From an optimization exercise on the open Yosys and OpenROAD flow, aimed at small area, a short achievable clock period and few clock cycles; shortcuts taken in it are not production practice. Function was checked by simulation only, so behaviour that the tests miss may differ from the original. No activity file was given, so power comes from the tool's default toggle rates.

// riscv_core
module riscv_core
#(
     parameter SUPPORT_MULDIV   = 1
    ,parameter SUPPORT_SUPER    = 0
    ,parameter SUPPORT_MMU      = 0
    ,parameter SUPPORT_LOAD_BYPASS = 1
    ,parameter SUPPORT_MUL_BYPASS = 1
    ,parameter SUPPORT_REGFILE_XILINX = 0
    ,parameter EXTRA_DECODE_STAGE = 0
    ,parameter MEM_CACHE_ADDR_MIN = 32'h80000000
    ,parameter MEM_CACHE_ADDR_MAX = 32'h8fffffff
)
(
     input           clk_i
    ,input           rst_i
    ,input  [ 31:0]  mem_d_data_rd_i
    ,input           mem_d_accept_i
    ,input           mem_d_ack_i
    ,input           mem_d_error_i
    ,input  [ 10:0]  mem_d_resp_tag_i
    ,input           mem_i_accept_i
    ,input           mem_i_valid_i
    ,input           mem_i_error_i
    ,input  [ 31:0]  mem_i_inst_i
    ,input           intr_i
    ,input  [ 31:0]  reset_vector_i
    ,input  [ 31:0]  cpu_id_i
    ,output [ 31:0]  mem_d_addr_o
    ,output [ 31:0]  mem_d_data_wr_o
    ,output          mem_d_rd_o
    ,output [  3:0]  mem_d_wr_o
    ,output          mem_d_cacheable_o
    ,output [ 10:0]  mem_d_req_tag_o
    ,output          mem_d_invalidate_o
    ,output          mem_d_writeback_o
    ,output          mem_d_flush_o
    ,output          mem_i_rd_o
    ,output          mem_i_flush_o
    ,output          mem_i_invalidate_o
    ,output [ 31:0]  mem_i_pc_o
);
For scale: about 15000 cells after synthesis, about 270 I/O pins, ~150000 um2 of cells after synthesis.
Settings: LEC_CHECK=0, CAP_MARGIN=35, CORE_MARGIN=2, CORE_UTILIZATION=50, CTS_CLUSTER_DIAMETER=80, CTS_CLUSTER_SIZE=24, GPL_ROUTABILITY_DRIVEN=1, PLACE_DENSITY=0.75, SETUP_SLACK_MARGIN=5, SLEW_MARGIN=35; clock period 13.0 ns.
standard.sh (not shown) runs the stock make flow with config.mk's settings and CLKGATE_MAP_FILE= SYNTH_SCRIPT=/design/flow/synth_recipe.tcl, a recipe that flattens the netlist after the stock synthesis.
==> flow/flow/run.sh <==
#!/bin/bash
set -euo pipefail
export BUFFER_PORTS_ARGS="-buffer_cell sky130_fd_sc_hd__buf_4"
bash standard.sh SETUP_SLACK_MARGIN=6 finish > standard.log 2>&1
Testbench counts at the start, summed over its fixed seeds: cycles 592,794.
Next try:
Settings changed: CAP_MARGIN 35 to 30, SLEW_MARGIN 35 to 30.
What happened:
- The changed run completed, yet does not pass: max-capacitance violations
- synthesized cell count stays the same
- cell area stays flat
- power rose by 0.59%
- fmax barely changes
- utilization stays flat
Next try:
Settings changed: CORE_UTILIZATION 50 to 55, PLACE_DENSITY 0.75 to unset.
After rerunning: The new run ran to the end with no violations; global-route usage goes up by 7.6 points; die area decreases by 9.0%; worst hold slack stays flat; design area climbs by 0.54%; clock power goes up by 8.0%; cell count decreases by 1.4%; setup slack gets worse by 89 ps; total power falls by 1.0%; sequential cell count does not change.
Next try:
Settings changed: CORE_UTILIZATION 55 to 50.
Result: Synthesized area does not change. Sequential share of layout area shrinks by 0.30 points. Routed wire length grows by 4.2%. Total power grows by 0.88%. Via count shrinks by 0.94%. Clock skew grows by 38 ps. Setup slack gains 220 ps. Design area grows by 0.76%.

* * *

## v22
Another version of the RTL of riscv_core (not shown whole).
Size in the first run: roughly 14000 cells after synthesis, roughly 270 I/O pins, ~0.15 mm2 of cells after synthesis.
export LEC_CHECK = 0
export CAP_MARGIN = 30
export CORE_MARGIN = 2
export CORE_UTILIZATION = 55
export CTS_CLUSTER_DIAMETER = 80
export CTS_CLUSTER_SIZE = 24
export GPL_ROUTABILITY_DRIVEN = 1
export PLACE_DENSITY = 0.75
export SETUP_SLACK_MARGIN = 5
export SLEW_MARGIN = 30
create_clock -name core_clock -period 13.0 [get_ports {clk_i}]
Scripts as last shown in full above: flow/flow/run.sh
Testbench counts of v22, summed over its fixed seeds: cycles 592,794.
For v20, these inputs were changed with respect to v22:
Settings: PLACE_DENSITY: 0.75 -> unset; CORE_UTILIZATION: 55 -> 50.
Notes after the runs:
- Between v20 and v22, the placement-stage worst setup slack is lower for v20.
- Final-layout clock-cell area share: v22 vs v20, no meaningful difference
- Compared v22 against v20; footprint of the multi-input gates within noise.
- [compare] base=v22 new=v20: maximum root-to-sink buffer count +1, detailed router's first-iteration violation count -16%, simple-gate portion of the synthesized area ~0 delta.
- Of v20 and v22, the higher clock buffer count in the final layout belongs to v20.
- Taking v20 over v22, the floorplan die area ratio works out to 1.10.
- v20 vs v22 — last weighted congestion value of the routability-driven placer dropped by a few percent
- Clock network power: v20 worse than v22
#### Input delta (v45 over v20)
Settings: PLACE_DENSITY newly set to 0.75.
Results
- In the flow results for v20 and v45, the largest stage delay on the critical path is larger on v20.
- Count of inserted antenna diode cells for v45 is higher than for v20.
- Comparing cell area for v20 and v45, the bigger number came from v20.
- Number of DRC markers after the initial detailed-route iteration ended up 5183 higher on v45 than on v20.
- Compared with v20, in v45 routing usage on met2 -8.8 points; final cell count ~0 delta; power share of the clock group -1.2 points.
- Looking at the reports, v45 completed the entire flow and the layout it produced met the timing, DRC and antenna checks.
- The higher count of clock-buffer cells in the layout came out of v20.
Relative to v45, the following input files were edited for v12:
Settings: PLACE_DENSITY: 0.75 -> unset; CORE_UTILIZATION: 50 -> 55.
Findings:
Against v45, v12 comes in 1.3 points higher on clock network fraction of design power.
Against v45, half-perimeter wire length after detailed placement in v12 came out worse.
Going from v45 to v12, relative contribution of combinational cells to total power grows by 0.3 points.

separate check: timing with driven ports:
The flow's constraints put no driver on any port. The routed layouts listed below were extracted and timed again, unchanged, in two steps. Step 1, drivers: a clkbuf_16 drives clk_i and a buf_2 each remaining input, both assumed. Step 2 adds t to the input delays and takes it off the output delays; t is the mean of the earliest and latest rising clock arrival at the registers after step 1. Input paths then give back, and output paths get back, about the clock's delay inside the block. a / b / c = no drivers / after step 1 / after step 2; a / b = the first two.
run | t, ns | setup slack, ns | hold slack, ns | pins driven straight from the clock port
the first run of note 1 | 0.965 | 5.525 / 5.296 / 4.748 | 0.319 / 0.319 / 0.319 | 1
the second run of note 1 | 0.983 | 5.518 / 5.338 / 4.956 | 0.329 / 0.329 / 0.329 | 1
the third run of note 1 | 0.996 | 5.430 / 5.319 / 5.054 | 0.331 / 0.331 / 0.331 | 1
the fourth run of note 1 | 1.019 | 5.653 / 5.511 / 4.916 | 0.319 / 0.319 / 0.319 | 1
v22 | 0.996 | 5.346 / 5.232 / 4.982 | 0.327 / 0.327 / 0.327 | 1
v20 | 1.011 | 5.521 / 5.409 / 4.859 | 0.335 / 0.335 / 0.335 | 1
v45 | 0.985 | 5.533 / 5.415 / 4.918 | 0.326 / 0.326 / 0.326 | 1
v12 | 0.990 | 5.556 / 5.442 / 5.000 | 0.335 / 0.335 / 0.335 | 1
For the first run of note 1, which loses most, drivers alone change the setup slack by -0.229 ns; drivers and shift together by -0.777 ns.
